This is an optimization exercise on Yosys and OpenROAD, whose aim is small area, a short achievable clock period and few clock cycles, not a production implementation.
Where RTL was checked, it was by simulation tests only, not by an equivalence proof against the original.
Only the layout flow was run in run 7; the RTL was not checked for function there.
Power figures rest on the tool's default switching activity, not on a simulated workload.

## flow/design.v

```verilog
module SimpleCPU(clk, rst, data_fromRAM, wrEn, addr_toRAM, data_toRAM);
input clk, rst;
input wire [31:0] data_fromRAM;
output reg wrEn;
output reg [9:0] addr_toRAM;
output reg [31:0] data_toRAM;    
localparam S_F0  = 4'd0,   
           S_F1  = 4'd1,   
           S_2   = 4'd2,   
           S_3   = 4'd3,   
           S_4   = 4'd4,   
           S_5   = 4'd5,   
           S_IT  = 4'd6,   
           S_J   = 4'd7,   
           S_BR  = 4'd8,   
           S_NFX = 4'd9,   
           S_NFL = 4'd10,  
           S_NFH = 4'd11;  
localparam OP_ADD = 4'd0, OP_ADDi = 4'd1, OP_NAND = 4'd2, OP_NANDi = 4'd3,
           OP_SRL = 4'd4, OP_SRLi = 4'd5, OP_LT = 4'd6, OP_LTi = 4'd7,
           OP_CP = 4'd8, OP_CPi = 4'd9, OP_CPI = 4'd10, OP_CPIi = 4'd11,
           OP_BZJ = 4'd12, OP_BZJi = 4'd13, OP_MUL = 4'd14, OP_MULi = 4'd15;
reg [3:0]  state;
reg        hz;           
reg [9:0]  pc;
reg [3:0]  op;
reg [9:0]  fa;           
reg [31:0] r2;           
reg [31:0] r3;           
reg        g32;          
reg        bz;           
wire [31:0] d  = data_fromRAM;
wire [31:0] r1 = data_toRAM;
wire [9:0]  pc1 = pc + 10'd1;
wire st_f1  = state == S_F1;
wire st_2   = state == S_2;
wire st_3   = state == S_3;
wire st_4   = state == S_4;
wire st_5   = state == S_5;
wire st_it  = state == S_IT;
wire st_j   = state == S_J;
wire st_br  = state == S_BR;
wire st_nfx = state == S_NFX;
wire st_nfl = state == S_NFL;
wire st_nf  = state == S_NFX || state == S_NFL || state == S_NFH;
wire op_mul  = op[3:1] == 3'b111;
wire op_alu  = ~op[3];                  
wire op_imm  = op[0];
wire op_srl  = op[3:1] == 3'b010;
wire [32:0] sum;
add32 adder (.a(r1), .b(r2), .s(sum));
wire        lt   = sum[32];
wire        srl_last = g32 | (r2[4:1] == 4'd0);
wire        srl_nz   = ~g32 & (r2[4:0] != 5'd0);
wire r3hz = (r3[31:1] == 31'd0);
wire r2lz = (r2[30:0] == 31'd0);
wire r2z  = r2lz & ~r2[31];
wire mul_last = r3hz | r2lz;
wire take = (st_f1 & ~hz) | (st_br & ~bz);
reg [3:0] state_n;
reg       nf;            
always @(*) begin
	nf = 1'b0;
	state_n = state;
	case (state)
	S_F0: state_n = S_F1;
	S_F1: state_n = hz ? S_F0 : S_2;
	S_2:  if (op == OP_CPi) begin nf = 1'b1; state_n = S_NFH; end
	      else state_n = S_3;
	S_3:  case (op)
		OP_ADDi, OP_NANDi, OP_LTi: begin nf = 1'b1; state_n = S_NFX; end
		OP_SRLi: if (srl_last) begin nf = 1'b1; state_n = S_NFX; end
		         else state_n = S_IT;
		OP_MULi: state_n = S_IT;
		OP_BZJi: state_n = S_J;
		OP_CPIi, OP_CP: begin nf = 1'b1; state_n = S_NFL; end
		default: state_n = S_4;  
	      endcase
	S_4:  case (op)
		OP_SRL: state_n = S_IT;
		OP_MUL: if (r2z) begin nf = 1'b1; state_n = S_NFH; end
		        else state_n = S_IT;
		OP_CPI: state_n = S_5;
		OP_BZJ: state_n = S_BR;
		default: begin nf = 1'b1; state_n = S_NFX; end  
	      endcase
	S_5:  begin nf = 1'b1; state_n = S_NFL; end
	S_IT: if (op[3] ? mul_last : srl_last) begin nf = 1'b1; state_n = S_NFH; end
	S_J:  state_n = S_F0;
	S_BR: state_n = bz ? S_F1 : S_2;
	S_NFX, S_NFL, S_NFH: state_n = S_F1;
	default: state_n = S_F0;
	endcase
end
wire nf_bzj = st_3 & (op == OP_BZJ);
wire pc_inc = nf | nf_bzj;
always @(posedge clk) begin
	if (rst) begin
		state <= S_F0;
		pc <= 10'd0;
		addr_toRAM <= 10'd0;
		wrEn <= 1'b0;
		hz <= 1'b0;
	end else begin
		state <= state_n;
		wrEn <= st_nf;
		hz <= st_nf & (fa == pc);
		if (pc_inc) pc <= pc1;
		else if (st_j | (st_br & bz)) pc <= sum[9:0];
		if (take) addr_toRAM <= d[23:14];
		else if (pc_inc) addr_toRAM <= pc1;
		else if (st_2) addr_toRAM <= r2[9:0];
		else if (st_4 & (op == OP_CPI)) addr_toRAM <= d[9:0];
		else if (st_4 | st_j) addr_toRAM <= sum[9:0];    
		else addr_toRAM <= fa;                            
	end
end
wire op_lt   = ~op[3] & op[2] & op[1];
wire sel_imm  = take;
wire sel_zero = (st_2 & (op_mul | op == OP_BZJ)) | ((st_nfx | st_it) & op_srl & g32);
wire sel_nd   = st_3 & op_lt;
wire sel_d    = (st_3 & ((op_alu & ~op_lt) | op == OP_BZJi)) | st_nfl;
wire sel_sum  = (st_nfx & op[2:1] == 2'b00) | (st_it & op[3] & r3[0]);
wire sel_nand = st_nfx & op[2:1] == 2'b01;
wire sel_lt   = st_nfx & op[2:1] == 2'b11;
wire sel_shr  = (st_nfx | st_it) & op_srl & srl_nz;
wire r1_en = sel_imm | sel_zero | sel_nd | sel_d | sel_sum | sel_nand | sel_lt | sel_shr;
wire [31:0] r1_n = ({32{sel_d}} & d) | ({32{sel_imm}} & {18'd0, d[13:0]}) |
                   ({32{sel_nd}} & ~d) | ({32{sel_sum}} & sum[31:0]) |
                   ({32{sel_nand}} & ~(r1 & r2)) | {31'd0, sel_lt & lt} |
                   ({32{sel_shr}} & {1'b0, r1[31:1]});
always @(posedge clk) begin
	if (take) begin
		op <= d[31:28];
		fa <= d[23:14];
	end else if (st_3 & (op == OP_CPIi))
		fa <= d[9:0];
	if (r1_en) data_toRAM <= r1_n;
	if (take)
		r2 <= {18'd0, d[13:0]};
	else if ((st_3 & (op_mul | op == OP_BZJ)) | (st_4 & op_alu))
		r2 <= d;
	else if (st_it & op[3])
		r2 <= {r2[30:0], 1'b0};
	else if (st_it & srl_nz)
		r2[4:0] <= r2[4:0] - 5'd1;
	if (take) g32 <= |d[13:5];
	else if (st_4) g32 <= |d[31:5];
	if (st_4) bz <= (d == 32'd0);
	if (st_4) r3 <= d;
	else if (st_3) r3 <= {18'd0, r2[13:0]};
	else r3 <= {1'b0, r3[31:1]};
end
endmodule
module add32(input [31:0] a, input [31:0] b, output [32:0] s);
  wire [31:0] p0 = a ^ b, g0 = a & b;
  wire [31:0] g1, p1, g2, p2, g3, p3, g4, p4, g5, p5, c;
  genvar i;
  generate for (i = 0; i < 32; i = i + 1) begin : l1
    if (i % 2 == 1) begin
      assign g1[i] = g0[i] | p0[i] & g0[i-1]; assign p1[i] = p0[i] & p0[i-1];
    end else begin
      assign g1[i] = g0[i]; assign p1[i] = p0[i];
    end
  end endgenerate
  generate for (i = 0; i < 32; i = i + 1) begin : l2
    if (i % 4 == 3) begin
      assign g2[i] = g1[i] | p1[i] & g1[i-2]; assign p2[i] = p1[i] & p1[i-2];
    end else begin
      assign g2[i] = g1[i]; assign p2[i] = p1[i];
    end
  end endgenerate
  generate for (i = 0; i < 32; i = i + 1) begin : l3
    if (i % 8 == 7) begin
      assign g3[i] = g2[i] | p2[i] & g2[i-4]; assign p3[i] = p2[i] & p2[i-4];
    end else begin
      assign g3[i] = g2[i]; assign p3[i] = p2[i];
    end
  end endgenerate
  generate for (i = 0; i < 32; i = i + 1) begin : l4
    if (i % 16 == 15) begin
      assign g4[i] = g3[i] | p3[i] & g3[i-8]; assign p4[i] = p3[i] & p3[i-8];
    end else begin
      assign g4[i] = g3[i]; assign p4[i] = p3[i];
    end
  end endgenerate
  generate for (i = 0; i < 32; i = i + 1) begin : l5
    if (i == 31) begin
      assign g5[i] = g4[i] | p4[i] & g4[i-16]; assign p5[i] = p4[i] & p4[i-16];
    end else begin
      assign g5[i] = g4[i]; assign p5[i] = p4[i];
    end
  end endgenerate
  generate for (i = 0; i < 32; i = i + 1) begin : dn
    if (i == 0 || i == 1 || i == 3 || i == 7 || i == 15 || i == 31)
      assign c[i] = g5[i];
    else if (i == 23)
      assign c[i] = g5[i] | p5[i] & c[15];
    else if (i % 8 == 7)
      assign c[i] = g5[i] | p5[i] & c[i-8];
    else if (i % 4 == 3)
      assign c[i] = g5[i] | p5[i] & c[i-4];
    else if (i % 2 == 1)
      assign c[i] = g5[i] | p5[i] & c[i-2];
    else
      assign c[i] = g0[i] | p0[i] & c[i-1];
  end endgenerate
  assign s[0] = p0[0];
  generate for (i = 1; i < 32; i = i + 1) begin : so
    assign s[i] = p0[i] ^ c[i-1];
  end endgenerate
  assign s[32] = c[31];
endmodule
```

## flow/flow/run.sh

```bash
#!/bin/bash
# The standard layout, with plain buffers instead of delay cells on the ports,
# and timing repair aimed at a shorter period than the clock's.
set -euo pipefail
export BUFFER_PORTS_ARGS="-buffer_cell sky130_fd_sc_hd__buf_4"
export SETUP_SLACK_MARGIN=7.7
bash standard.sh > standard.log 2>&1
```

## flow/standard.sh

```bash
#!/bin/bash
# synth_recipe.tcl (not shown) runs the flow's synth.tcl, then flattens the netlist and writes it again
# the make line also repeats each setting of config.mk as NAME=value (left out here)
make -C /OpenROAD-flow-scripts/flow DESIGN_CONFIG=/design/flow/config.mk WORK_HOME=/design/flow/orfs CLKGATE_MAP_FILE= SYNTH_SCRIPT=/design/flow/synth_recipe.tcl "${@:-finish}"
```

## flow/config.mk

```make
export PLATFORM = sky130hd
export DESIGN_NAME = SimpleCPU
export DESIGN_NICKNAME = SimpleCPU
export VERILOG_FILES = /design/flow/design.v
export SDC_FILE = /design/flow/constraint.sdc
export NUM_CORES = 4
export LEC_CHECK = 0
export ABC_AREA = 1
export CAP_MARGIN = 40
export CORE_MARGIN = 2
export CORE_UTILIZATION = 40
export SLEW_MARGIN = 40
```

## flow/constraint.sdc

```tcl
create_clock -name core_clock -period 11.0 [get_ports {clk}]
set_input_delay 2.2000 -clock core_clock [delete_from_list [all_inputs] [get_ports {clk}]]
set_output_delay 2.2000 -clock core_clock [all_outputs]
set_load 0.01 [all_outputs]
```

==> metrics.csv, run 1 <==
stage;metric;value;unit
sta;Tcrit/Tclk final;29.7;%
synth;mux cell area share after synthesis;0;%
finish;nets;1267;
synth;Post-Synth XOR/XNOR Area;3.42;%
synth;largest family of logic cells by synthesized area;simple AND/OR/NAND/NOR gates;
floorplanning;Die Ht;151;µm
worst_hold_path;worst hold start;r3[23];
synth;post-synthesis simple-gate area fraction;21.5;%
route;DRC;0;
critical_path;CP max-delay cell;edfxtp_1;
grt;first-pass GRT wire length;43400;µm
grt;vias in the first global route;7789;
floorplanning;Initial Utilization;41.1;%
floorplanning;core box area;0.0212;mm²
clock_tree;Clock Sinks;138;
synth;syn_nets;1194;
route;vias per std cell;5.63;
run;max_cap viols;0;
route;via count;8275;
sta;clock skew after layout;12.9;ps
finish;most frequent cells in the layout;nand2_1, inv_1, nor2_1, a21oi_1, buf_4;
sta;Slew headroom;45.4;%
floorplanning;Core Rows;53;
clock_tree;Clk Latency, worst-skew pair;440;ps
route;Routed Antenna Nets;0;
critical_path;Worst Setup SP;data_toRAM[8];
synth;area fraction in compound gates after synthesis;20.2;%
sta;final hold violations;0;
power;P per Cell Area;225;mW/mm²
grt;Congestion Overflow GR;0;
synth;Post-Syn Area;0.00870;mm²
finish;area grow syn2layout;17.5;%
synth;FF+latch count, synth;138;
power;Worst IR Drop VDD;0.133;mV
critical_path;CP peak stage delay;460;ps
sta;Final WS setup;7730;ps
synth;ys async rst share;0;%
placed_design;detailed placer's ending HPWL;20000;µm
finish;Filler cells;2099;
synth;library cells used by synthesis;49;
critical_path;critical path class;flop to output pin;
floorplanning;Die ar.;0.0229;mm²
sta;unrepaired setup endpoints after global routing;true;
clock_tree;worst-case clock buffer depth;2;
synth;Synth Instances;1110;
synth;Post-synth EDFFs;62;
synth;Synth Flop Type;dfxtp_1;
critical_path;critical path's top delay family;flip-flops;
placed_design;# port buffers;76;
route;total wire length;27900;µm
sta;Post-Route Setup TNS;0;ps
power;Leakage Power;4.34;nW
route;Routed wire per std cell;18.9;µm
clock_tree;CTS root buffer;clkbuf_16;
clock_tree;Clock transition at path regs;60;ps
route;first-pass iteration count of the detailed router;6;
finish;register area;0.00338;mm²
synth;syn_area_per_cell;7.84;µm²
sta;Final Max Slew Viols;0;
floorplanning;die width;151;µm
grt;GR Util All Layers;25.1;%
critical_path;Reg-to-Reg Start;data_toRAM[0];
route;Initial DRC Count;749;
finish;layout cells sized above 1;15.1;%
critical_path;CP Buf/Inv Count;1;
clock_tree;CTS tree;built;
sta;Worst-Margin Slew;816;ps
critical_path;worst-path cell chain;buf_4;
critical_path;crit path max fanout;4;
placed_design;Placement Setup Slack;7290;ps
critical_path;WP data required;8800;ps
floorplanning;# IOs;77;
sta;Peak Freq;306;MHz
synth;Synth Area in Adders;8.57;%
placed_design;Placer Congestion;0.907;
grt;antenna violations before repair;0;
clock_tree;TritonCTS Buffers;17;
finish;n_diodes;0;
sta;crit path time final;3270;ps
sta;Setup violations, final;0;
placed_design;Placed Cells;1422;
finish;post-route cell area;0.0102;mm²
synth;Yosys warnings;1;
critical_path;crit path DAT;1070;ps
finish;most common cell after layout, fill and taps aside;nand2_1;
critical_path;CP endpoint kind;output pin;
power;Final Power;2.30;mW
synth;sequential share of the synthesized area;38.9;%
finish;area of the multi-input gates;0.00475;mm²
finish;Finished Layout Cells;1471;
placed_design;post-placement cell area;0.00948;mm²
run_status;status;complete, no violations;
critical_path;CP startpoint kind;flop;
clock_tree;H-tree depth;4;
worst_hold_path;Worst Hold Class;flop to flop;
grt;largest net degree at the start of global routing;50;
[metal layers]
| layer | GRT usage, % | part of all wire, % | routed length (µm) |
|---|---|---|---|
| met4 | 8.83 | 2.5 | 692 |
| met1 | 34.0 | 44 | 12200 |
| met3 | 4.28 | 7.2 | 2000 |
| met2 | 40.5 | 46 | 12900 |
| met5 | 0 | 0 | 0 |
[final timing paths]
check | endpoint | slack, ps | cells past startpoint
setup reg to reg | data_toRAM[30] | 7790 | 18
hold / removal | r3[22] | 470 | 2
hold reg to reg | r3[22] | 470 | 2
setup / recovery | data_toRAM[8] | 7730 | 1
[where the power goes]
part / switching (mW) / internal [mW] / total [mW]
combinational: 0.577 / 0.376 / 0.953
sequential: 0.108 / 0.700 / 0.808
clock: 0.251 / 0.292 / 0.543
[flip-flops by register name, indices dropped and copies added, names as in the netlist]
name / flops
data_toRAM: 32
r2: 32
r3: 32
addr_toRAM: 10
fa: 10
pc: 10
op: 4
state: 4
bz: 1
g32: 1
hz: 1
wrEn: 1
[final cells by class]
class | instances | share of cell area (%)
clock buffer | 17 | 4.16
tap | 275 | 3.37
multi-input combinational | 809 | 46.4
timing repair buffer | 99 | 7.35
clock inverter | 15 | 1.16
inverter | 118 | 4.41
sequential | 138 | 33.1
[kinds of logic after synthesis]
logic type	Yosys count
AND/OR/NAND/NOR	425
AO/OA/AOI/OAI	300
buffers and inverters	163
flip-flops	138
adder cells (fa/ha/maj)	50
XOR/XNOR	34
[synthesized netlist by cell type (all sizes together), types with 2 or more instances]
cell | number | share of area [%]
a211oi | 3 | 0.26
fa | 16 | 3.7
a22oi | 7 | 0.76
a21o | 3 | 0.26
a31oi | 12 | 0.86
edfxtp | 62 | 21
nor3b | 2 | 0.17
buf | 18 | 1.1
dfxtp | 76 | 17
ha | 34 | 4.9
xor2 | 15 | 1.5
xnor2 | 19 | 1.9
nor2 | 109 | 5.3
nand4 | 27 | 1.9
o211ai | 13 | 1.1
nor4 | 6 | 0.43
o221ai | 24 | 2.4
nand3 | 54 | 3.3
clkbuf | 27 | 1.2
nor3 | 16 | 0.92
nand2 | 206 | 9.1
o22ai | 27 | 1.9
inv | 117 | 5.0
and2 | 2 | 0.14
a21oi | 98 | 5.8
o21ai | 107 | 6.2
or2 | 2 | 0.14
[metrics by stage]
step	hold WS (ps)	utilization (%)
2_1_floorplan	446	-
3_3_place_gp	456	44.8
3_5_place_dp	464	44.8
4_1_cts	467	47.7
5_1_grt	497	48.3
6_report	470	48.3
[what timing repair did]
item / CTS / global route
setup buffers: 8 / 9
setup endpoints to repair: 51 / 55
resized for setup: 4 / 15
hold buffers: 0 / 0
pin swaps: 1 / 5
Testbench counts, summed over its fixed seeds: cycles 257,548.
==> inputs of run 2 (changes only) <==
==> flow/flow/run.sh (replaced) <==
#!/bin/bash
# The standard layout, with plain buffers instead of delay cells on the ports,
# and timing repair aimed at a shorter period than the clock's.
set -euo pipefail
export BUFFER_PORTS_ARGS="-buffer_cell sky130_fd_sc_hd__buf_2"
export SETUP_SLACK_MARGIN=7.7
bash standard.sh > standard.log 2>&1
==> run 2 against run 1 <==
  * Still clean on timing, DRC and antenna
  * Clock skew hardly changed
  * Sequential share of layout area up 0.44 points
  * Via count up 0.39%
  * Cell count unchanged
  * Register-to-register slack gained 20 ps
  * Critical path type unchanged
  * Largest power group unchanged
==> metrics.csv, run 2 <==
stage;metric;value;unit;change
run_status;status;complete, no violations;;
power;Final Power;2.34;mW;+1.7%
synth;proportion of netlist area held by the largest area contributor;21.4;%;unchanged
synth;Yosys warnings;1;;unchanged
grt;GR Util All Layers;25.2;%;+0.14 points
synth;Synth Area in Adders;8.57;%;unchanged
route;total wire length;28100;µm;+0.90%
finish;most common cell after layout, fill and taps aside;nand2_1;;
worst_hold_path;Worst Hold Class;flop to flop;;
floorplanning;Initial Utilization;41.1;%;unchanged
sta;Post-Route Setup TNS;0;ps;unchanged
floorplanning;# IOs;77;;unchanged
clock_tree;H-tree depth;4;;unchanged
power;internal power;1.38;mW;+0.64%
finish;most frequent cells in the layout;nand2_1, inv_1, nor2_1, a21oi_1, o21ai_0;;
power;Leakage Power;4.32;nW;-0.62%
power;Psw;0.968;mW;+3.3%
synth;Synth Instances;1110;;unchanged
sta;Final Max Slew Viols;0;;unchanged
synth;Post-Synth XOR/XNOR Area;3.42;%;unchanged
critical_path;crit path DAT;1090;ps;+20 ps
synth;Post-synth EDFFs;62;;unchanged
placed_design;detailed placer's ending HPWL;20500;µm;+2.1%
critical_path;critical path class;flop to output pin;;
finish;layout cells sized above 1;15.4;%;+0.25 points
route;via count;8307;;+0.39%
synth;most frequent cell after synthesis;nand2_1;;
critical_path;crit path max fanout;4;;unchanged
floorplanning;Die ar.;0.0229;mm²;unchanged
clock_tree;Clock transition at path regs;70;ps;about the same
clock_tree;CTS root buffer;clkbuf_16;;
route;Initial DRC Count;714;;-4.7%
synth;top cells by count, synth;nand2_1, inv_1, nor2_1;;
synth;mux cell area share after synthesis;0;%;unchanged
placed_design;Placer Congestion;0.926;;+2.1%
finish;post-route cell area;0.0101;mm²;-1.3%
sta;crit path time final;3290;ps;+25.6 ps
critical_path;WP data required;8800;ps;about the same
synth;syn_area_per_cell;7.84;µm²;unchanged
power;register share of total power;34.4;%;-0.7 points
finish;nets;1267;;unchanged
grt;largest net degree at the start of global routing;50;;unchanged
finish;n_diodes;0;;unchanged
power;P per Cell Area;232;mW/mm²;+3.1%
sta;final hold violations;0;;unchanged
clock_tree;Clk Latency, worst-skew pair;440;ps;about the same
synth;cell taking the most area after synthesis;edfxtp_1;;
power;clock share of power;25.3;%;+1.7 points
sta;Worst-Margin Slew;786;ps;-30.7 ps
critical_path;CP startpoint kind;flop;;
critical_path;worst-path cell chain;buf_6;;
synth;syn_nets;1194;;unchanged
grt;Congestion Overflow GR;0;;unchanged
route;vias per std cell;5.65;;+0.39%
clock_tree;worst-case clock buffer depth;2;;unchanged
synth;ys async rst share;0;%;unchanged
floorplanning;Die Ht;151;µm;unchanged
synth;library cells used by synthesis;49;;unchanged
critical_path;critical path's top delay family;flip-flops;;
floorplanning;Core Rows;53;;unchanged
synth;Synth Flop Type;dfxtp_1;;
critical_path;CP peak stage delay;480;ps;+20 ps
run;max_cap viols;0;;unchanged
power;Sw Ratio;41.3;%;+0.64 points
sta;Tcrit/Tclk final;29.9;%;+0.23 points
synth;Post-Syn Area;0.00870;mm²;unchanged
synth;post-synthesis simple-gate area fraction;21.5;%;unchanged
placed_design;# port buffers;76;;unchanged
sta;Slew headroom;47.5;%;+2.1 points
grt;first-pass GRT wire length;43800;µm;+1.0%
floorplanning;die width;151;µm;unchanged
grt;antenna violations before repair;1;;+1
power;Worst IR Drop VDD;0.120;mV;-10%
clock_tree;Clock Sinks;138;;unchanged
synth;FF+latch count, synth;138;;unchanged
finish;area grow syn2layout;15.9;%;
clock_tree;CTS tree;built;;
route;Routed Antenna Nets;0;;unchanged
critical_path;CP Buf/Inv Count;1;;unchanged
critical_path;CP max-delay cell;edfxtp_1;;
critical_path;CP endpoint kind;output pin;;
synth;sequential share of the synthesized area;38.9;%;unchanged
sta;Setup violations, final;0;;unchanged
clock_tree;TritonCTS Buffers;17;;unchanged
grt;vias in the first global route;7860;;+0.91%
route;DRC;0;;unchanged
synth;leading post-synthesis cells by cell area;edfxtp_1, dfxtp_1, nand2_1;;
sta;Peak Freq;304;MHz;-0.78%
sta;clock skew after layout;13.3;ps;+0.402 ps
floorplanning;core box area;0.0212;mm²;unchanged
finish;Filler cells;2099;;unchanged
placed_design;post-placement cell area;0.00930;mm²;-1.8%
finish;Top Registers;data_toRAM (32), r2 (32), r3 (32);;
route;Routed wire per std cell;19.1;µm;+0.90%
route;first-pass iteration count of the detailed router;10;;+4
power;Comb pwr share;40.2;%;-1.2 points
synth;largest family of logic cells by synthesized area;simple AND/OR/NAND/NOR gates;;
sta;unrepaired setup endpoints after global routing;true;;
synth;area fraction in compound gates after synthesis;20.2;%;unchanged
## run 2: changes by cell type in the layout (fill, tap and decap cells not counted), moves of 4 or more
| cell | previous run | this run |
|---|---|---|
| inv_6 | 1 | 5 |
| buf_2 | 0 | 75 |
| buf_4 | 97 | 23 |
| clkinv_4 | 6 | 1 |
| inv_8 | 1 | 7 |
| clkinvlp_4 | 4 | 0 |
## run 2: layout make-up
class                      instances  area [µm²]  share of cell area, %
clock inverter                    15         168                   1.66
inverter                         118         452                   4.48
tap                              275         344                   3.41
clock buffer                      17         425                   4.22
sequential                       138        3380                   33.5
multi-input combinational        809        4750                   47.1
timing repair buffer              99         559                   5.55
## run 2: metal layers
| layer | track usage, % | up-vias | routed length, µm |
|---|---|---|---|
| li1 | - | 4022 | - |
| met1 | 35.2 | 3994 | 13100 |
| met2 | 40.0 | 254 | 12800 |
| met3 | 3.92 | 37 | 1520 |
| met4 | 8.46 | 0 | 632 |
| met5 | 0 | - | 0 |
## run 2: through the flow
| stage | instances | utilization (%) | worst slack, ps | hold slack [ps] |
|---|---|---|---|---|
| floorplan | 1110 | - | 7860 | 446 |
| global placement | 1423 | 43.9 | 7270 | 451 |
| detailed placement | 1424 | 44.0 | 7240 | 459 |
| CTS | 1465 | 47.2 | 7680 | 479 |
| global route | 1471 | 47.7 | 7650 | 503 |
| finish | 1471 | 47.7 | 7710 | 476 |
## run 2: timing repair
| item | 4_1_cts | 5_1_grt |
|---|---|---|
| buffers inserted | 9 | 6 |
| gates resized for setup | 7 | 18 |
| setup endpoints to repair | 47 | 42 |
| hold buffers | 0 | 0 |
| pin swaps | 2 | 12 |
## run 2: power groups by stage
stage               clock [mW]  combinational (mW)  sequential (mW)
finish                   0.594               0.943            0.807
global route             0.622                1.04            0.824
CTS                      0.600               0.902            0.806
detailed placement           0               0.868            0.824
global placement             0               0.861            0.823
floorplan                    0               0.574            0.814
## run 2: cells by family (layout without fill, tap and decap cells)
logic type	after synthesis	count (layout)
AO/OA/AOI/OAI	300	300
XOR/XNOR	34	34
adder cells (fa/ha/maj)	50	50
flip-flops	138	138
buffers and inverters	163	249
AND/OR/NAND/NOR	425	425
## run 2: worst paths after layout
kind / to / slack (ps) / cells past startpoint / startpoint
worst max-delay path: data_toRAM[1] / 7710 / 1 / data_toRAM[1]
worst min-delay path: r3[24] / 480 / 2 / r3[25]
worst max register to register: data_toRAM[30] / 7810 / 17 / r2[0]
worst min register to register: r3[24] / 480 / 2 / r3[25]
==> inputs of run 3 (changes only) <==
--- a/flow/config.mk
+++ b/flow/config.mk
@@ -10,3 +10,4 @@
 export CORE_MARGIN = 2
 export CORE_UTILIZATION = 40
+export CTS_BUF_LIST = sky130_fd_sc_hd__clkbuf_8
 export SLEW_MARGIN = 40
==> run 3 against run 2 <==
  * Still clean
  * Clock skew up 6.8 ps
  * Count of clock-buffer cells in the layout stayed put
  * First-iteration DRC count grew 13%
  * Sequential power decreased by 0.9%
  * Synthesized cell count unchanged
  * Sequential cell count did not move
  * Via count increased by 1.1%
  * Core utilization fell by 0.16 points
  * Routed wire length increased by 0.87%
  * Critical endpoint is now data_toRAM[3]
  * Largest cell class unchanged
==> metrics.csv, run 3 <==
stage;metric;value;unit;change
worst_hold_path;Worst Hold Class;flop to flop;;
run;max_cap viols;0;;unchanged
critical_path;Reg-to-Reg End;data_toRAM[30];;
finish;nets;1285;;+1.4%
clock_tree;Clock Sinks;138;;unchanged
critical_path;depth of the worst register-to-register path;17;;unchanged
floorplanning;die width;151;µm;unchanged
synth;leading post-synthesis cells by cell area;edfxtp_1, dfxtp_1, nand2_1;;
clock_tree;worst-case clock buffer depth;2;;unchanged
route;total wire length;28400;µm;+0.87%
placed_design;post-placement cell area;0.00930;mm²;unchanged
floorplanning;Initial Utilization;41.1;%;unchanged
sta;Post-Route Setup TNS;0;ps;unchanged
finish;most common cell after layout, fill and taps aside;nand2_1;;
critical_path;WP data required;8800;ps;about the same
synth;top cells by count, synth;nand2_1, inv_1, nor2_1;;
critical_path;CP dominant cell by count;buf_6;;
placed_design;# port buffers;76;;unchanged
sta;Peak Freq;300;MHz;-1.2%
sta;Worst-Margin Slew;783;ps;-2.88 ps
placed_design;Placer Congestion;0.926;;unchanged
finish;register area;0.00338;mm²;unchanged
synth;most frequent cell after synthesis;nand2_1;;
finish;Filler cells;2106;;+0.33%
power;Final Power;2.22;mW;-5.1%
clock_tree;Clk Latency, worst-skew pair;470;ps;+30 ps
synth;Synth Flop Type;dfxtp_1;;
critical_path;CP startpoint kind;flop;;
clock_tree;H-tree depth;4;;unchanged
critical_path;Reg-to-Reg Start;r2[0];;
power;Worst IR Drop VDD;0.117;mV;-2.4%
synth;Post-Syn Area;0.00870;mm²;unchanged
critical_path;Worst Setup SP;data_toRAM[3];;
clock_tree;Clock transition at path regs;100;ps;+30 ps
grt;first-pass GRT wire length;43700;µm;-0.14%
critical_path;crit path to;data_toRAM[3];;
clock_tree;CTS tree;built;;
route;first-pass iteration count of the detailed router;5;;-5
synth;Yosys warnings;1;;unchanged
power;P per Cell Area;221;mW/mm²;-4.8%
synth;FF+latch count, synth;138;;unchanged
sta;crit path time final;3330;ps;+38.5 ps
finish;most frequent cells in the layout;nand2_1, inv_1, nor2_1, a21oi_1, o21ai_0;;
synth;proportion of netlist area held by the largest area contributor;21.4;%;unchanged
route;Initial DRC Count;804;;+13%
route;DRC;0;;unchanged
clock_tree;CTS root buffer;clkbuf_8;;
grt;vias in the first global route;7865;;+0.064%
synth;sequential share of the synthesized area;38.9;%;unchanged
critical_path;crit path DAT;1130;ps;+40 ps
critical_path;crit path max fanout;2;;-2
grt;Congestion Overflow GR;0;;unchanged
synth;ys async rst share;0;%;unchanged
synth;Synth Instances;1110;;unchanged
critical_path;critical path class;flop to output pin;;
sta;Tcrit/Tclk final;30.3;%;+0.35 points
finish;area grow syn2layout;15.5;%;
synth;syn_area_per_cell;7.84;µm²;unchanged
finish;Top Registers;data_toRAM (32), r2 (32), r3 (32);;
finish;n_diodes;0;;unchanged
sta;Slew headroom;47.7;%;+0.19 points
critical_path;CP max-delay cell;edfxtp_1;;
sta;final hold violations;0;;unchanged
finish;layout cells sized above 1;16.7;%;+1.3 points
floorplanning;Die ar.;0.0229;mm²;unchanged
finish;post-route cell area;0.0101;mm²;-0.34%
route;Routed wire per std cell;19.0;µm;-0.34%
run_status;status;complete, no violations;;
placed_design;detailed placer's ending HPWL;20500;µm;unchanged
critical_path;CP peak stage delay;420;ps;-60 ps
critical_path;worst-path cell chain;buf_6 -> buf_6;;
grt;antenna violations before repair;1;;unchanged
sta;unrepaired setup endpoints after global routing;true;;
route;Routed Antenna Nets;0;;unchanged
critical_path;CP endpoint kind;output pin;;
grt;largest net degree at the start of global routing;50;;unchanged
floorplanning;Core Rows;53;;unchanged
finish;area of the multi-input gates;0.00477;mm²;+0.26%
floorplanning;Die Ht;151;µm;unchanged
clock_tree;TritonCTS Buffers;17;;unchanged
floorplanning;core box area;0.0212;mm²;unchanged
synth;cell taking the most area after synthesis;edfxtp_1;;
synth;library cells used by synthesis;49;;unchanged
grt;GR Util All Layers;25.1;%;-0.10 points
route;via count;8398;;+1.1%
clock_tree;hold_buf cts;0;;unchanged
critical_path;r2r setup slk;7830;ps;+20 ps
power;Leakage Power;4.32;nW;about the same
sta;clock skew after layout;20.1;ps;+6.78 ps
route;vias per std cell;5.64;;-0.13%
synth;Post-synth EDFFs;62;;unchanged
synth;syn_nets;1194;;unchanged
floorplanning;# IOs;77;;unchanged
sta;Setup violations, final;0;;unchanged
sta;Final Max Slew Viols;0;;unchanged
[run 3: worst min-delay path by stage]
stage | end | slack, ps | cells past startpoint | start
final | r3[24] | 480 | 2 | r3[25]
after global routing | r3[22] | 510 | 2 | r3[23]
after global placement | r3[22] | 450 | 2 | r3[23]
after CTS | r3[27] | 480 | 2 | r3[28]
after floorplan | r3[16] | 450 | 2 | r3[17]
after detailed placement | r3[22] | 460 | 2 | r3[23]
[run 3: where the power goes]
part | total [mW] | internal, mW | switching (mW)
registers | 0.800 | 0.698 | 0.102
clock network | 0.439 | 0.193 | 0.246
logic | 0.986 | 0.378 | 0.608
total | 2.22 | 1.27 | 0.956
[run 3: final cells by class]
class / instances / share of cell area, %
Sequential cell: 138 / 33.7
Inverter: 118 / 4.49
Tap cell: 275 / 3.42
Clock inverter: 15 / 1.67
Timing Repair Buffer: 117 / 7.01
Clock buffer: 17 / 2.33
Multi-Input combinational cell: 809 / 47.4
[run 3: cells by family (layout without fill, tap and decap cells)]
group                    count (synthesis)  in the layout  share of synthesized area [%]
AO/OA/AOI/OAI                          300            300                           20.2
XOR/XNOR                                34             34                           3.42
flip-flops                             138            138                           38.9
buffers and inverters                  163            267                           7.38
adder cells (fa/ha/maj)                 50             50                           8.57
AND/OR/NAND/NOR                        425            425                           21.5
[run 3: timing repair]
action / in CTS / in global routing
resized for setup: 8 / 20
endpoints found under the setup margin: 55 / 58
pin swaps: 2 / 12
setup buffers: 17 / 16
[run 3: per-layer routing]
metal  wire [µm]  vias up  part of all wire, %  global-route usage [%]
li1            -     4047                    -                       -
met1       12900     4025                   45                    35.0
met4         603        0                  2.1                    7.66
met2       13100      290                   46                    40.0
met5           0        -                    0                       0
met3        1790       36                  6.3                    4.16
[run 3: critical path: cells and delay by family (launching register included)]
kind / cells / cell delay (ps)
DFF: 1 / 420
buffers and inverters: 2 / 250
[run 3: stage by stage]
step           hold WS [ps]  std cells  util (%)  setup slack [ps]
2_1_floorplan           446       1110         -              7860
3_3_place_gp            451       1423      43.9              7270
3_5_place_dp            459       1424      44.0              7240
4_1_cts                 480       1473      46.6              7640
5_1_grt                 514       1489      47.5              7640
6_report                481       1489      47.5              7670
==> inputs of run 4 (changes only) <==
--- a/flow/config.mk
+++ b/flow/config.mk
@@ -7,7 +7,6 @@
 export LEC_CHECK = 0
 export ABC_AREA = 1
-export CAP_MARGIN = 40
+export CAP_MARGIN = 65
 export CORE_MARGIN = 2
 export CORE_UTILIZATION = 40
-export CTS_BUF_LIST = sky130_fd_sc_hd__clkbuf_8
-export SLEW_MARGIN = 40
+export SLEW_MARGIN = 65
==> run 4 against run 3 <==
  * Non-clock buffer count down 14
  * Critical endpoint is now data_toRAM[1]
  * Still clean on timing, DRC and antenna
  * Routed wire length about the same
  * Combinational power down 3.3%
  * Clock power up 31%
  * Critical path depth down 1
  * Global-route usage up 0.35 points
==> metrics.csv, run 4 <==
stage;metric;value;unit;change
run_status;status;complete, no violations;;
sta;unrepaired setup endpoints after global routing;true;;
clock_tree;Clk Latency, worst-skew pair;440;ps;-30 ps
route;DRC;0;;unchanged
finish;most common cell after layout, fill and taps aside;nand2_1;;
clock_tree;CTS tree;built;;
critical_path;crit path max fanout;4;;+2
finish;Layout Utilization;47.9;%;+0.35 points
route;via count;8447;;+0.58%
sta;Tcrit/Tclk final;29.9;%;-0.39 points
floorplanning;core box area;0.0212;mm²;unchanged
critical_path;CP peak stage delay;480;ps;+60 ps
synth;sequential share of the synthesized area;38.9;%;unchanged
synth;leading post-synthesis cells by cell area;edfxtp_1, dfxtp_1, nand2_1;;
placed_design;post-placement cell area;0.00936;mm²;+0.58%
finish;layout cells sized above 1;15.9;%;-0.80 points
synth;cell taking the most area after synthesis;edfxtp_1;;
sta;crit path time final;3290;ps;-43.2 ps
grt;Congestion Overflow GR;0;;unchanged
sta;clock skew after layout;13.2;ps;-6.90 ps
synth;Post-Syn Area;0.00870;mm²;unchanged
synth;syn_nets;1194;;unchanged
finish;Top Registers;data_toRAM (32), r2 (32), r3 (32);;
floorplanning;# IOs;77;;unchanged
worst_hold_path;Worst Hold Class;flop to flop;;
run;max_cap viols;0;;unchanged
critical_path;CP startpoint kind;flop;;
synth;syn_area_per_cell;7.84;µm²;unchanged
finish;area grow syn2layout;16.4;%;
floorplanning;Die ar.;0.0229;mm²;unchanged
clock_tree;Clock transition at path regs;70;ps;-30 ps
grt;first-pass GRT wire length;44400;µm;+1.5%
floorplanning;Initial Utilization;41.1;%;unchanged
sta;Setup violations, final;0;;unchanged
sta;Post-Route Setup TNS;0;ps;unchanged
sta;Final Max Slew Viols;0;;unchanged
placed_design;# port buffers;76;;unchanged
critical_path;CP endpoint kind;output pin;;
route;total wire length;28400;µm;about the same
route;Routed wire per std cell;19.2;µm;+0.91%
power;Worst IR Drop VDD;0.109;mV;-7.0%
power;P per Cell Area;230;mW/mm²;+4.0%
placed_design;Placement Setup Slack;7330;ps;+89.0 ps
finish;nets;1271;;-1.1%
synth;top cells by count, synth;nand2_1, inv_1, nor2_1;;
route;Initial DRC Count;738;;-8.2%
critical_path;critical path class;flop to output pin;;
placed_design;Placer Congestion;0.926;;unchanged
route;first-pass iteration count of the detailed router;5;;unchanged
clock_tree;TritonCTS Buffers;17;;unchanged
synth;Post-synth EDFFs;62;;unchanged
sta;Hold Slack;473;ps;-7.40 ps
power;Final Power;2.33;mW;+4.8%
sta;Worst-Margin Slew;503;ps;-280 ps
grt;vias in the first global route;7948;;+1.1%
clock_tree;worst-case clock buffer depth;2;;unchanged
clock_tree;CTS root buffer;clkbuf_16;;
synth;FF+latch count, synth;138;;unchanged
finish;most frequent cells in the layout;nand2_1, inv_1, nor2_1, a21oi_1, o21ai_0;;
route;Routed Antenna Nets;0;;unchanged
sta;Final WS setup;7710;ps;+43.2 ps
synth;Synth Flop Type;dfxtp_1;;
finish;n_diodes;0;;unchanged
sta;Slew headroom;66.5;%;+19 points
placed_design;Placed Cells;1426;;+0.14%
critical_path;CP Buf/Inv Count;1;;-1
grt;GR Util All Layers;25.5;%;+0.35 points
clock_tree;Clock Sinks;138;;unchanged
synth;Yosys warnings;1;;unchanged
critical_path;WP data required;8800;ps;about the same
route;vias per std cell;5.73;;+1.5%
finish;post-route cell area;0.0101;mm²;+0.75%
sta;final hold violations;0;;unchanged
synth;Synth Instances;1110;;unchanged
power;Leakage Power;4.32;nW;about the same
clock_tree;H-tree depth;4;;unchanged
floorplanning;die width;151;µm;unchanged
synth;library cells used by synthesis;49;;unchanged
critical_path;CP max-delay cell;edfxtp_1;;
sta;Peak Freq;304;MHz;+1.3%
finish;Finished Layout Cells;1475;;-0.94%
floorplanning;Die Ht;151;µm;unchanged
critical_path;worst-path cell chain;buf_6;;
grt;antenna violations before repair;0;;-1
synth;ys async rst share;0;%;unchanged
grt;largest net degree at the start of global routing;50;;unchanged
critical_path;critical path's top delay family;flip-flops;;
critical_path;crit path DAT;1090;ps;-40 ps
synth;proportion of netlist area held by the largest area contributor;21.4;%;unchanged
floorplanning;Core Rows;53;;unchanged
placed_design;detailed placer's ending HPWL;20600;µm;+0.64%
synth;most frequent cell after synthesis;nand2_1;;
finish;Filler cells;2081;;-1.2%
==> run 4: cell count changes in the layout (fill, tap and decap cells not counted), sizes merged <==
| cell | before | now |
|---|---|---|
| buf | 117 | 103 |
| inv | 129 | 124 |
| clkbuf | 17 | 18 |
| clkinvlp | 0 | 2 |
| clkinv | 3 | 5 |
==> run 4: area by class of cell <==
cell class                 count  area, µm²  area share, %
clock inverter                14        136           1.35
inverter                     118        458           4.52
clock buffer                  18        439           4.34
timing repair buffer         103        596           5.88
tap                          275        344           3.40
sequential                   138       3380           33.4
multi-input combinational    809       4770           47.1
==> run 4: cells by family (layout without fill, tap and decap cells) <==
family / Yosys count / count (layout) / synth area share (%)
DFF: 138 / 138 / 38.9
buffers and inverters: 163 / 253 / 7.38
and+or+nand+nor: 425 / 425 / 21.5
adders and majority gates: 50 / 50 / 8.57
xor gates and xnor gates: 34 / 34 / 3.42
AOI/OAI and AO/OA: 300 / 300 / 20.2
==> run 4: power breakdown <==
part / switching, mW / internal [mW]
Clock: 0.250 / 0.322
Combinational: 0.598 / 0.355
Sequential: 0.107 / 0.699
Total: 0.956 / 1.38
==> run 4: worst paths after layout <==
kind                               startpoint        endpoint  slack [ps]  cells after the start
worst min-delay path                   r3[23]          r3[22]         470                      2
worst max-delay path            data_toRAM[1]   data_toRAM[1]        7710                      1
worst max register to register  data_toRAM[0]  data_toRAM[30]        7810                     17
worst min register to register         r3[23]          r3[22]         470                      2
==> run 4: timing repair <==
action,in CTS,in global routing
setup endpoints to repair,35,41
pin swaps,3,5
hold buffers,0,0
cloned,0,0
gates resized for setup,8,10
setup buffers,7,10
==> run 4: per-layer routing <==
metal | part of all wire [%] | global-route usage, % | vias up | routed length (µm)
met3 | 6.7 | 3.71 | 62 | 1900
met2 | 45 | 39.5 | 337 | 12900
met1 | 45 | 35.7 | 4032 | 12800
met5 | 0 | 0 | - | 0
met4 | 2.7 | 10.3 | 0 | 765
li1 | - | - | 4016 | -
==> inputs of run 5 (changes only) <==
--- a/flow/config.mk
+++ b/flow/config.mk
@@ -7,6 +7,6 @@
 export LEC_CHECK = 0
 export ABC_AREA = 1
-export CAP_MARGIN = 65
+export CAP_MARGIN = 20
 export CORE_MARGIN = 2
 export CORE_UTILIZATION = 40
-export SLEW_MARGIN = 65
+export SLEW_MARGIN = 20
==> run 5 against run 4 <==
  * Combinational power shrank 0.9%
  * Total power grew 0.59%
  * Synthesized cell count is the same
  * Count of clock-buffer cells in the layout shrank 1
  * Hold slack is essentially flat
  * Critical path type unchanged
  * Routed wire length grew 0.37%
  * Cell count shrank 0.27%
  * Sequential power is essentially flat
  * Core utilization shrank 0.31 points
  * Still clean
==> metrics.csv, run 5 <==
stage;metric;value;unit;change
critical_path;worst-path cell chain;buf_2;;
clock_tree;CTS tree;built;;
power;Worst IR Drop VDD;0.112;mV;+3.2%
sta;final hold violations;0;;unchanged
grt;first-pass GRT wire length;44300;µm;-0.26%
synth;FF+latch count, synth;138;;unchanged
critical_path;critical path's top delay family;flip-flops;;
synth;Synth Instances;1110;;unchanged
grt;vias in the first global route;7884;;-0.81%
worst_hold_path;Worst Hold Class;flop to flop;;
grt;antenna violations before repair;0;;unchanged
placed_design;Placed Cells;1423;;-0.21%
power;Psw;0.970;mW;+1.6%
power;P per Cell Area;233;mW/mm²;+1.2%
clock_tree;H-tree depth;4;;unchanged
finish;Top Registers;data_toRAM (32), r2 (32), r3 (32);;
synth;Synth Flop Type;dfxtp_1;;
sta;Post-Route Setup TNS;0;ps;unchanged
synth;syn_nets;1194;;unchanged
finish;Filler cells;2110;;+1.4%
sta;Final WS setup;7710;ps;-2.96 ps
critical_path;critical path class;flop to output pin;;
synth;Yosys warnings;1;;unchanged
route;vias per std cell;5.66;;-1.1%
finish;nets;1267;;-0.31%
synth;top cells by count, synth;nand2_1, inv_1, nor2_1;;
run_status;status;complete, no violations;;
clock_tree;Clock transition at path regs;80;ps;about the same
clock_tree;TritonCTS Buffers;17;;unchanged
synth;ys async rst share;0;%;unchanged
synth;syn_area_per_cell;7.84;µm²;unchanged
finish;most frequent cells in the layout;nand2_1, inv_1, nor2_1, a21oi_1, o21ai_0;;
critical_path;crit path DAT;1090;ps;about the same
critical_path;CP peak stage delay;470;ps;about the same
sta;Peak Freq;304;MHz;about the same
route;first-pass iteration count of the detailed router;5;;unchanged
grt;Congestion Overflow GR;0;;unchanged
finish;Finished Layout Cells;1471;;-0.27%
clock_tree;Clk Latency, worst-skew pair;440;ps;about the same
finish;area grow syn2layout;15.7;%;
sta;clock skew after layout;12.7;ps;-0.500 ps
power;Comb pwr share;40.2;%;-0.7 points
finish;register area;0.00338;mm²;unchanged
sta;Final Max Slew Viols;0;;unchanged
floorplanning;core box area;0.0212;mm²;unchanged
placed_design;# port buffers;76;;unchanged
power;clock share of power;25.3;%;+0.8 points
route;Routed Antenna Nets;0;;unchanged
finish;most common cell after layout, fill and taps aside;nand2_1;;
route;Routed wire per std cell;19.3;µm;+0.65%
power;Leakage Power;4.32;nW;-0.11%
sta;Worst-Margin Slew;782;ps;+279 ps
floorplanning;Initial Utilization;41.1;%;unchanged
sta;crit path time final;3290;ps;+2.96 ps
finish;layout cells sized above 1;15.1;%;-0.87 points
route;DRC;0;;unchanged
clock_tree;CTS root buffer;clkbuf_16;;
floorplanning;Core Rows;53;;unchanged
route;via count;8331;;-1.4%
placed_design;detailed placer's ending HPWL;20400;µm;-0.75%
synth;most frequent cell after synthesis;nand2_1;;
synth;Post-synth EDFFs;62;;unchanged
finish;area of the multi-input gates;0.00473;mm²;-0.84%
clock_tree;worst-case clock buffer depth;2;;unchanged
critical_path;CP max-delay cell;edfxtp_1;;
placed_design;Placement Setup Slack;7140;ps;-195 ps
floorplanning;Die Ht;151;µm;unchanged
synth;Post-Syn Area;0.00870;mm²;unchanged
power;Sw Ratio;41.4;%;+0.40 points
finish;n_diodes;0;;unchanged
synth;leading post-synthesis cells by cell area;edfxtp_1, dfxtp_1, nand2_1;;
critical_path;WP data required;8800;ps;about the same
sta;Hold Slack;473;ps;-0.367 ps
placed_design;Placer Congestion;0.926;;unchanged
synth;library cells used by synthesis;49;;unchanged
grt;largest net degree at the start of global routing;50;;unchanged
power;internal power;1.38;mW;about the same
floorplanning;Die ar.;0.0229;mm²;unchanged
power;Final Power;2.35;mW;+0.59%
route;total wire length;28500;µm;+0.37%
sta;unrepaired setup endpoints after global routing;true;;
critical_path;crit path max fanout;4;;unchanged
clock_tree;Clock Sinks;138;;unchanged
synth;sequential share of the synthesized area;38.9;%;unchanged
clock_tree;hold_buf cts;0;;unchanged
critical_path;CP Buf/Inv Count;1;;unchanged
route;Initial DRC Count;718;;-2.7%
sta;Setup violations, final;0;;unchanged
synth;proportion of netlist area held by the largest area contributor;21.4;%;unchanged
sta;Slew headroom;47.8;%;-19 points
critical_path;CP startpoint kind;flop;;
sta;Tcrit/Tclk final;29.9;%;about the same
critical_path;CP endpoint kind;output pin;;
grt;GR Util All Layers;25.4;%;-0.096 points
synth;cell taking the most area after synthesis;edfxtp_1;;
run;max_cap viols;0;;unchanged
power;register share of total power;34.5;%;about the same
floorplanning;die width;151;µm;unchanged
floorplanning;# IOs;77;;unchanged
-- run 5: cell count changes in the layout (fill, tap and decap cells not counted), sizes merged --
cell    delta
buf        -4
clkinv     -3
clkbuf     -1
inv        +4
-- run 5: power by group through the flow --
stage	Sequential [mW]	Clock, mW	Combinational (mW)
global placement	0.823	0	0.861
detailed placement	0.824	0	0.866
floorplan	0.814	0	0.574
CTS	0.806	0.600	0.907
global route	0.823	0.619	1.04
finish	0.808	0.594	0.944
-- run 5: stage by stage --
step           area (µm²)  util, %
2_1_floorplan        8700        -
3_3_place_gp         9280     43.9
3_5_place_dp         9280     43.9
4_1_cts              9980     47.2
5_1_grt             10100     47.6
6_report            10100     47.6
-- run 5: what timing repair did --
item                                    4_1_cts  5_1_grt
gates resized for setup                       8       10
pin swaps                                     3        3
cloned                                        0        0
buffers inserted                             10        6
endpoints found under the setup margin       57       45
-- run 5: final timing paths --
| check | startpoint | endpoint | slack [ps] | cells past startpoint |
|---|---|---|---|---|
| setup / recovery | data_toRAM[24] | data_toRAM[24] | 7710 | 1 |
| hold / removal | r3[14] | r3[13] | 470 | 2 |
| setup reg to reg | r2[0] | data_toRAM[30] | 7810 | 17 |
| hold reg to reg | r3[14] | r3[13] | 470 | 2 |
-- run 5: final cells by class --
| class | count | area share, % |
|---|---|---|
| flip-flops and latches | 138 | 33.6 |
| repair buffers | 99 | 5.56 |
| multi-input cells | 809 | 47.0 |
| inverters | 118 | 4.48 |
| well taps | 275 | 3.42 |
| clock buffers | 17 | 4.23 |
| clock inverters | 15 | 1.68 |
-- run 5: kinds of logic after synthesis --
logic type / after synthesis / synth area share [%]
xor gates and xnor gates: 34 / 3.42
and+or+nand+nor: 425 / 21.5
DFF: 138 / 38.9
AOI/OAI and AO/OA: 300 / 20.2
buffers and inverters: 163 / 7.38
adders and majority gates: 50 / 8.57
-- run 5: per-layer routing --
| metal | GRT usage, % | up-vias | routed length [µm] | share of wire, % |
|---|---|---|---|---|
| met3 | 3.65 | 46 | 1640 | 5.8 |
| met1 | 35.5 | 3978 | 13100 | 46 |
| met5 | 0 | - | 0 | 0 |
| li1 | - | 4012 | - | - |
| met4 | 8.55 | 0 | 709 | 2.5 |
| met2 | 40.3 | 295 | 13000 | 46 |
-- run 5: worst min-delay path, stage by stage, from the launching register on --
cell	delay, ps
dfxtp_1	310
nand2_1	60
a31oi_1	60
==> inputs of run 6 (changes only) <==
--- a/flow/config.mk
+++ b/flow/config.mk
@@ -6,5 +6,5 @@
 export NUM_CORES = 4
 export LEC_CHECK = 0
-export ABC_AREA = 1
+export ABC_AREA = 0
 export CAP_MARGIN = 20
 export CORE_MARGIN = 2
==> run 6 against run 5 <==
  * Total power shrank 7.3%
  * Routed wire length rose by 1.4%
  * Die area about the same
  * Global-route usage increased by 0.22 points
  * Sequential power shrank 1%
  * Largest power group unchanged
  * Highest routed layer unchanged
==> metrics.csv, run 6 <==
stage;metric;value;unit;change
route;first-pass iteration count of the detailed router;5;;unchanged
synth;proportion of netlist area held by the largest area contributor;21.4;%;about the same
clock_tree;CTS tree;built;;
route;total wire length;28800;µm;+1.4%
power;Worst IR Drop VDD;0.119;mV;+5.8%
critical_path;critical path's top delay family;compound AO/OA/AOI/OAI gates;;
sta;Worst-Margin Slew;899;ps;+117 ps
sta;Slew headroom;39.7;%;-8.1 points
sta;crit path time final;3410;ps;+121 ps
critical_path;depth of the worst register-to-register path;14;;-3
clock_tree;Clk Latency, worst-skew pair;430;ps;about the same
clock_tree;H-tree depth;4;;unchanged
floorplanning;# IOs;77;;unchanged
clock_tree;worst-case clock buffer depth;2;;unchanged
sta;Setup violations, final;0;;unchanged
sta;Tcrit/Tclk final;31.0;%;+1.1 points
sta;Hold Slack;467;ps;-5.77 ps
clock_tree;Clock transition at path regs;60;ps;-20 ps
synth;ys async rst share;0;%;unchanged
sta;unrepaired setup endpoints after global routing;true;;
route;Routed Antenna Nets;0;;unchanged
sta;final hold violations;0;;unchanged
critical_path;worst-path cell chain;ha_2 -> fa_2 -> a21o_1 -> nand4_1 -> a2111oi_4 -> o2111ai_2 -> a21boi_2 -> a21boi_2 -> inv_1 -> fa_2 -> xor2_1 -> nand2_1 -> o221ai_2 -> a221o_1;;
finish;n_diodes;0;;unchanged
power;Leakage Power;4.11;nW;-4.7%
synth;Synth Instances;962;;-13%
floorplanning;Die ar.;0.0230;mm²;about the same
worst_hold_path;worst hold start;r3[21];;
synth;sequential share of the synthesized area;38.9;%;about the same
synth;Yosys warnings;1;;unchanged
route;Routed wire per std cell;21.7;µm;+12%
route;highest routed layer;met4;;
grt;largest net degree at the start of global routing;36;;-28%
grt;GR Util All Layers;25.6;%;+0.22 points
critical_path;crit path DAT;3590;ps;+2500 ps
synth;library cells used by synthesis;72;;+47%
worst_hold_path;WHS Path Cells;1;;-1
floorplanning;core box area;0.0212;mm²;+0.31%
critical_path;CP Buf/Inv Count;1;;unchanged
critical_path;CP startpoint kind;flop;;
clock_tree;CTS root buffer;clkbuf_16;;
placed_design;Placement Setup Slack;6980;ps;-153 ps
sta;Final Max Slew Viols;0;;unchanged
synth;Synth Flop Type;dfxtp_1;;
finish;Top Registers;data_toRAM (32), r2 (32), r3 (32);;
grt;Congestion Overflow GR;0;;unchanged
route;via count;8090;;-2.9%
synth;FF+latch count, synth;138;;unchanged
sta;clock skew after layout;13.5;ps;+0.870 ps
synth;top cells by count, synth;nand2_1, dfxtp_1, edfxtp_1;;
synth;syn_area_per_cell;9.05;µm²;+15%
route;DRT met1 WL;12900;µm;-1.3%
critical_path;critical path class;flop to flop;;
placed_design;detailed placer's ending HPWL;20000;µm;-2.1%
synth;syn_nets;1046;;-12%
critical_path;Reg-to-Reg End;data_toRAM[25];;
critical_path;r2r setup slk;7590;ps;-220 ps
route;DRC;0;;unchanged
sta;Peak Freq;293;MHz;-3.6%
synth;most frequent cell after synthesis;nand2_1;;
finish;layout cells sized above 1;19.1;%;+4.1 points
clock_tree;TritonCTS Buffers;17;;unchanged
synth;Post-synth EDFFs;62;;unchanged
placed_design;post-placement cell area;0.00933;mm²;+0.53%
synth;leading post-synthesis cells by cell area;edfxtp_1, dfxtp_1, nand2_1;;
critical_path;Reg-to-Reg Start;data_toRAM[0];;
clock_tree;Clock Sinks;138;;unchanged
run;max_cap viols;0;;unchanged
floorplanning;Core Rows;53;;unchanged
route;Met3 Wirelength;2230;µm;+36%
finish;post-route cell area;0.0103;mm²;+2.7%
critical_path;Worst Setup SP;data_toRAM[0];;
floorplanning;die width;152;µm;about the same
finish;most common cell after layout, fill and taps aside;nand2_1;;
route;Initial DRC Count;945;;+32%
finish;nets;1126;;-11%
power;Final Power;2.17;mW;-7.3%
finish;area grow syn2layout;18.7;%;
critical_path;crit path max fanout;4;;unchanged
worst_hold_path;Worst Hold Class;flop to flop;;
finish;Filler cells;2064;;-2.2%
synth;Post-Syn Area;0.00870;mm²;about the same
route;vias per std cell;6.08;;+7.4%
grt;first-pass GRT wire length;44300;µm;about the same
critical_path;WP data required;11180;ps;+2380 ps
grt;vias in the first global route;7516;;-4.7%
sta;Post-Route Setup TNS;0;ps;unchanged
placed_design;Placer Congestion;0.916;;-1.0%
synth;cell taking the most area after synthesis;edfxtp_1;;
grt;antenna violations before repair;0;;unchanged
route;met2 WL;13000;µm;about the same
worst_hold_path;end of the worst hold path;r3[20];;
sta;Final WS setup;7590;ps;-121 ps
placed_design;# port buffers;76;;unchanged
critical_path;CP peak stage delay;410;ps;-60 ps
floorplanning;Initial Utilization;41.0;%;-0.10 points
power;P per Cell Area;210;mW/mm²;-9.8%
critical_path;CP max-delay cell;edfxtp_1;;
run_status;status;complete, no violations;;
floorplanning;Die Ht;152;µm;about the same
finish;most frequent cells in the layout;nand2_1, dfxtp_1, buf_2, edfxtp_1, nor2_1;;
critical_path;CP endpoint kind;flop;;
run 6: what timing repair did:
action	4_1_cts	5_1_grt
buffers inserted	18	11
setup endpoints to repair	95	81
pin swaps	10	17
hold buffers	0	0
resized for setup	23	22
run 6: layer usage:
metal / GRT usage [%] / vias to the layer above
met1: 37.1 / 3890
li1: - / 3794
met4: 8.15 / 0
met2: 38.9 / 363
met3: 4.22 / 43
met5: 0 / -
run 6: cell families after synthesis:
group	after synthesis	share of synthesized area (%)
AND/OR/NAND/NOR	328	18.3
AO/OA/AOI/OAI	283	23.2
flip-flops	138	38.9
buffers and inverters	106	4.93
adder cells (fa/ha/maj)	50	8.57
XOR/XNOR	35	3.52
multiplexers	22	2.60
run 6: where the power goes:
| part | switching [mW] | leakage, nW | internal, mW |
|---|---|---|---|
| Combinational | 0.487 | 2.61 | 0.333 |
| Sequential | 0.118 | 1.22 | 0.679 |
| Clock | 0.225 | 0.285 | 0.330 |
| Total | 0.831 | 4.11 | 1.34 |
run 6: worst max path at each step:
| stage | to | slack, ps | depth (start not counted) |
|---|---|---|---|
| 5_1_grt | data_toRAM[25] | 7440 | 14 |
| 6_report | data_toRAM[25] | 7590 | 14 |
| 2_1_floorplan | bz | 7640 | 4 |
| 3_3_place_gp | data_toRAM[28] | 7080 | 11 |
| 4_1_cts | data_toRAM[25] | 7650 | 14 |
| 3_5_place_dp | data_toRAM[28] | 6980 | 11 |
run 6: layout make-up:
| type | count | area [µm²] | area share, % |
|---|---|---|---|
| Multi-Input combinational cell | 718 | 5140 | 49.7 |
| Sequential cell | 138 | 3380 | 32.7 |
| Timing Repair Buffer | 121 | 732 | 7.08 |
| Clock buffer | 26 | 531 | 5.13 |
| Tap cell | 275 | 344 | 3.33 |
| Inverter | 46 | 173 | 1.67 |
| Clock inverter | 6 | 33.8 | 0.327 |
run 6: metrics by stage:
| stage | cells | util, % |
|---|---|---|
| finish | 1330 | 48.7 |
| global route | 1330 | 48.7 |
| CTS | 1319 | 47.9 |
| detailed placement | 1269 | 44.0 |
| global placement | 1269 | 44.0 |
| floorplan | 962 | - |
==> inputs of run 7 (changes only) <==
--- a/flow/design.v
+++ b/flow/design.v
@@ -57,5 +57,6 @@
 wire r2z  = r2lz & ~r2[31];
 wire mul_last = r3hz | r2lz;
-wire take = (st_f1 & ~hz) | (st_br & ~bz);
+wire jz   = st_j & (r1[9:0] == 10'd0);
+wire take = (st_f1 & ~hz) | (st_br & ~bz) | jz;
 reg [3:0] state_n;
 reg       nf;            
@@ -87,5 +88,5 @@
 	S_5:  begin nf = 1'b1; state_n = S_NFL; end
 	S_IT: if (op[3] ? mul_last : srl_last) begin nf = 1'b1; state_n = S_NFH; end
-	S_J:  state_n = S_F0;
+	S_J:  state_n = jz ? S_2 : S_F0;
 	S_BR: state_n = bz ? S_F1 : S_2;
 	S_NFX, S_NFL, S_NFH: state_n = S_F1;
--- a/flow/config.mk
+++ b/flow/config.mk
@@ -6,5 +6,5 @@
 export NUM_CORES = 4
 export LEC_CHECK = 0
-export ABC_AREA = 0
+export ABC_AREA = 1
 export CAP_MARGIN = 20
 export CORE_MARGIN = 2
==> run 7 against run 6 <==
  * Still clean
  * Critical path depth is 11 lower
  * Setup slack better by 0.63 ps
  * Clock power rose by 15%
  * Combinational power shrank 14%
  * Count of clock-buffer cells in the layout did not move
  * Area after synthesis up 0.10%
  * Critical endpoint is now data_toRAM[0]
  * Largest cell class unchanged
==> metrics.csv, run 7 <==
stage;metric;value;unit;change
run_status;status;complete, no violations;;
synth;sequential share of the synthesized area;38.8;%;-0.039 points
route;via count;8496;;+5.0%
synth;Synth Flop Type;dfxtp_1;;
synth;syn_nets;1206;;+15%
synth;syn_area_per_cell;7.76;µm²;-14%
synth;Synth Instances;1122;;+17%
sta;Slew headroom;27.2;%;-12 points
finish;most frequent cells in the layout;nand2_1, inv_1, nor2_1, a21oi_1, o21ai_0;;
synth;FF+latch count, synth;138;;unchanged
finish;most common cell after layout, fill and taps aside;nand2_1;;
sta;Peak Freq;293;MHz;about the same
worst_hold_path;Worst Hold Class;flop to flop;;
synth;ys async rst share;0;%;unchanged
route;Routed wire per std cell;19.6;µm;-9.5%
critical_path;depth of the worst register-to-register path;17;;+3
run;max_cap viols;0;;unchanged
grt;GR Util All Layers;25.9;%;+0.37 points
placed_design;Placed Cells;1438;;+13%
sta;Post-Route Setup TNS;0;ps;unchanged
route;total wire length;29300;µm;+1.5%
floorplanning;Die ar.;0.0230;mm²;about the same
grt;vias in the first global route;8107;;+7.9%
critical_path;Worst path depth;3;;-11
synth;leading post-synthesis cells by cell area;edfxtp_1, dfxtp_1, nand2_1;;
critical_path;CP Buf/Inv Count;3;;+2
clock_tree;Clock transition at path regs;60;ps;about the same
synth;cell taking the most area after synthesis;edfxtp_1;;
sta;unrepaired setup endpoints after global routing;true;;
clock_tree;worst-case clock buffer depth;2;;unchanged
sta;Hold Slack;455;ps;-12.4 ps
placed_design;# port buffers;76;;unchanged
grt;largest net degree at the start of global routing;49;;+36%
critical_path;critical path class;flop to output pin;;
grt;first-pass GRT wire length;45300;µm;+2.2%
sta;final hold violations;0;;unchanged
critical_path;Reg-to-Reg End;data_toRAM[27];;
critical_path;critical path's top delay family;flip-flops;;
floorplanning;Die Ht;152;µm;about the same
route;Initial DRC Count;860;;-9.0%
route;Routed Antenna Nets;0;;unchanged
sta;clock skew after layout;12.8;ps;-0.706 ps
placed_design;post-placement cell area;0.00931;mm²;-0.27%
clock_tree;CTS root buffer;clkbuf_16;;
finish;Top Registers;data_toRAM (32), r2 (32), r3 (32);;
power;Leakage Power;4.46;nW;+8.4%
power;Worst IR Drop VDD;0.0952;mV;-20%
finish;nets;1288;;+14%
placed_design;Placer Congestion;0.931;;+1.6%
worst_hold_path;WHS Path Cells;2;;+1
critical_path;worst-path cell chain;buf_4 -> buf_6 -> buf_6;;
sta;crit path time final;3410;ps;-0.630 ps
synth;proportion of netlist area held by the largest area contributor;21.4;%;-0.022 points
clock_tree;Clk Latency, worst-skew pair;430;ps;about the same
sta;Setup violations, final;0;;unchanged
synth;Post-synth EDFFs;62;;unchanged
finish;Layout Utilization;48.2;%;-0.52 points
worst_hold_path;end of the worst hold path;r3[30];;
critical_path;CP peak stage delay;410;ps;about the same
synth;most frequent cell after synthesis;nand2_1;;
route;vias per std cell;5.69;;-6.4%
synth;Post-Syn Area;0.00871;mm²;+0.10%
clock_tree;Clock Sinks;138;;unchanged
critical_path;CP startpoint kind;flop;;
clock_tree;H-tree depth;4;;unchanged
placed_design;Placement Setup Slack;7060;ps;+76.9 ps
route;first-pass iteration count of the detailed router;5;;unchanged
finish;area grow syn2layout;17.3;%;
floorplanning;core box area;0.0212;mm²;unchanged
critical_path;CP max-delay cell;edfxtp_1;;
critical_path;WP data required;8800;ps;-2380 ps
grt;antenna violations before repair;0;;unchanged
route;DRC;0;;unchanged
finish;layout cells sized above 1;14.5;%;-4.7 points
synth;library cells used by synthesis;50;;-31%
clock_tree;TritonCTS Buffers;17;;unchanged
sta;Final WS setup;7590;ps;+0.630 ps
clock_tree;hold_buf cts;0;;unchanged
clock_tree;CTS tree;built;;
synth;top cells by count, synth;nand2_1, inv_1, nor2_1;;
floorplanning;# IOs;77;;unchanged
synth;Yosys warnings;1;;unchanged
finish;Finished Layout Cells;1492;;+12%
finish;post-route cell area;0.0102;mm²;-1.1%
floorplanning;die width;152;µm;about the same
finish;n_diodes;0;;unchanged
power;P per Cell Area;204;mW/mm²;-2.8%
critical_path;crit path max fanout;2;;-2
critical_path;crit path DAT;1210;ps;-2380 ps
floorplanning;Core Rows;53;;unchanged
critical_path;Reg-to-Reg Start;data_toRAM[0];;
power;Final Power;2.09;mW;-3.9%
critical_path;CP endpoint kind;output pin;;
grt;Congestion Overflow GR;0;;unchanged
floorplanning;Initial Utilization;41.1;%;+0.041 points
worst_hold_path;worst hold start;r3[31];;
placed_design;detailed placer's ending HPWL;21300;µm;+6.5%
sta;Worst-Margin Slew;1090;ps;+192 ps
sta;Tcrit/Tclk final;31.0;%;about the same
critical_path;CP dominant cell by count;buf_6;;
critical_path;r2r setup slk;7790;ps;+200 ps
sta;Final Max Slew Viols;0;;unchanged
run 7: metal layers:
metal | share of wire (%) | GRT usage (%) | vias up
met3 | 8.1 | 5.24 | 63
met4 | 2.9 | 10.2 | 0
met5 | 0 | 0 | -
li1 | - | - | 4059
met1 | 44 | 36.0 | 3990
met2 | 45 | 39.8 | 384
run 7: kinds of logic (layout without fill, tap and decap cells):
| kind of cell | count (synthesis) | count (layout) | share of synthesized area [%] |
|---|---|---|---|
| and+or+nand+nor | 432 | 432 | 21.2 |
| AOI/OAI and AO/OA | 296 | 296 | 20.3 |
| buffers and inverters | 174 | 269 | 7.90 |
| DFF | 138 | 138 | 38.8 |
| adders and majority gates | 50 | 50 | 8.56 |
| xor gates and xnor gates | 32 | 32 | 3.22 |
run 7: timing repair:
action / 4_1_cts / 5_1_grt
setup endpoints to repair: 81 / 27
pin swaps: 2 / 7
gates cloned: 0 / 0
gates resized for setup: 6 / 20
buffers inserted: 9 / 13
run 7: layout make-up:
type / count / area, µm²
Clock inverter: 6 / 62.6
Multi-Input combinational cell: 810 / 4730
Tap cell: 275 / 344
Timing Repair Buffer: 106 / 616
Fill cell: 2126 / 11000
Sequential cell: 138 / 3380
Inverter: 131 / 492
Clock buffer: 26 / 597
run 7: power by group:
group | switching, mW | internal [mW] | leakage [nW]
sequential | 0.0855 | 0.660 | 1.21
combinational | 0.441 | 0.266 | 2.92
clock | 0.237 | 0.400 | 0.326
run 7: worst max-delay path by stage:
stage	from	slack (ps)	end
final	data_toRAM[0]	7590	data_toRAM[0]
after global routing	data_toRAM[0]	7580	data_toRAM[0]
after CTS	data_toRAM[0]	7680	data_toRAM[0]
after detailed placement	state[2]	7060	data_toRAM[22]
after global placement	state[2]	7170	data_toRAM[22]
after floorplan	data_toRAM[0]	7850	data_toRAM[29]
run 7: worst min-delay path, cell delays in order, from the launching register on:
cell	delay [ps]
dfxtp_1	310
nand3_1	70
nand2_1	40

-- afterwards: timing with drivers on the ports --
The results above use ideal ports. As a check the final layouts listed here were re-extracted and re-timed, cells and wires unchanged. Step 1 sets driving cells, clkbuf_16 on the clock port and buf_2 on the other inputs (assumed; they add their load-dependent delay and slew). Step 2 adds t to the input delays and takes it off the output delays; t is the mean of the earliest and latest rising clock arrival at the registers after step 1. Input paths then give back, and output paths get back, about the clock's delay inside the block. Three values: no drivers, after step 1, after step 2; two values: the first two.
| run | shift t [ns] | setup WS [ns] | hold slack, ns | slew at the worst register clock pin (ns) | cell pins on the clock port's net |
|---|---|---|---|---|---|
| run 1 | 0.482 | 7.733 / 7.683 / 7.500 | 0.470 / 0.470 / 0.470 | 0.07 / 0.07 | 1 |
| run 2 | 0.478 | 7.707 / 7.659 / 7.503 | 0.476 / 0.476 / 0.476 | 0.07 / 0.07 | 1 |
| run 3 | 0.508 | 7.669 / 7.623 / 7.495 | 0.481 / 0.481 / 0.481 | 0.10 / 0.10 | 1 |
| run 4 | 0.481 | 7.712 / 7.661 / 7.512 | 0.473 / 0.473 / 0.473 | 0.07 / 0.07 | 1 |
| run 5 | 0.483 | 7.709 / 7.658 / 7.473 | 0.473 / 0.473 / 0.473 | 0.08 / 0.08 | 1 |
| run 6 | 0.473 | 7.588 / 7.588 / 7.335 | 0.467 / 0.467 / 0.467 | 0.06 / 0.06 | 1 |
| run 7 | 0.475 | 7.589 / 7.540 / 7.516 | 0.455 / 0.455 / 0.455 | 0.07 / 0.07 | 1 |
After both steps every run listed still meets setup and hold. For run 6, which loses most, drivers alone change the setup slack by 0.000 ns; drivers and shift together by -0.253 ns.
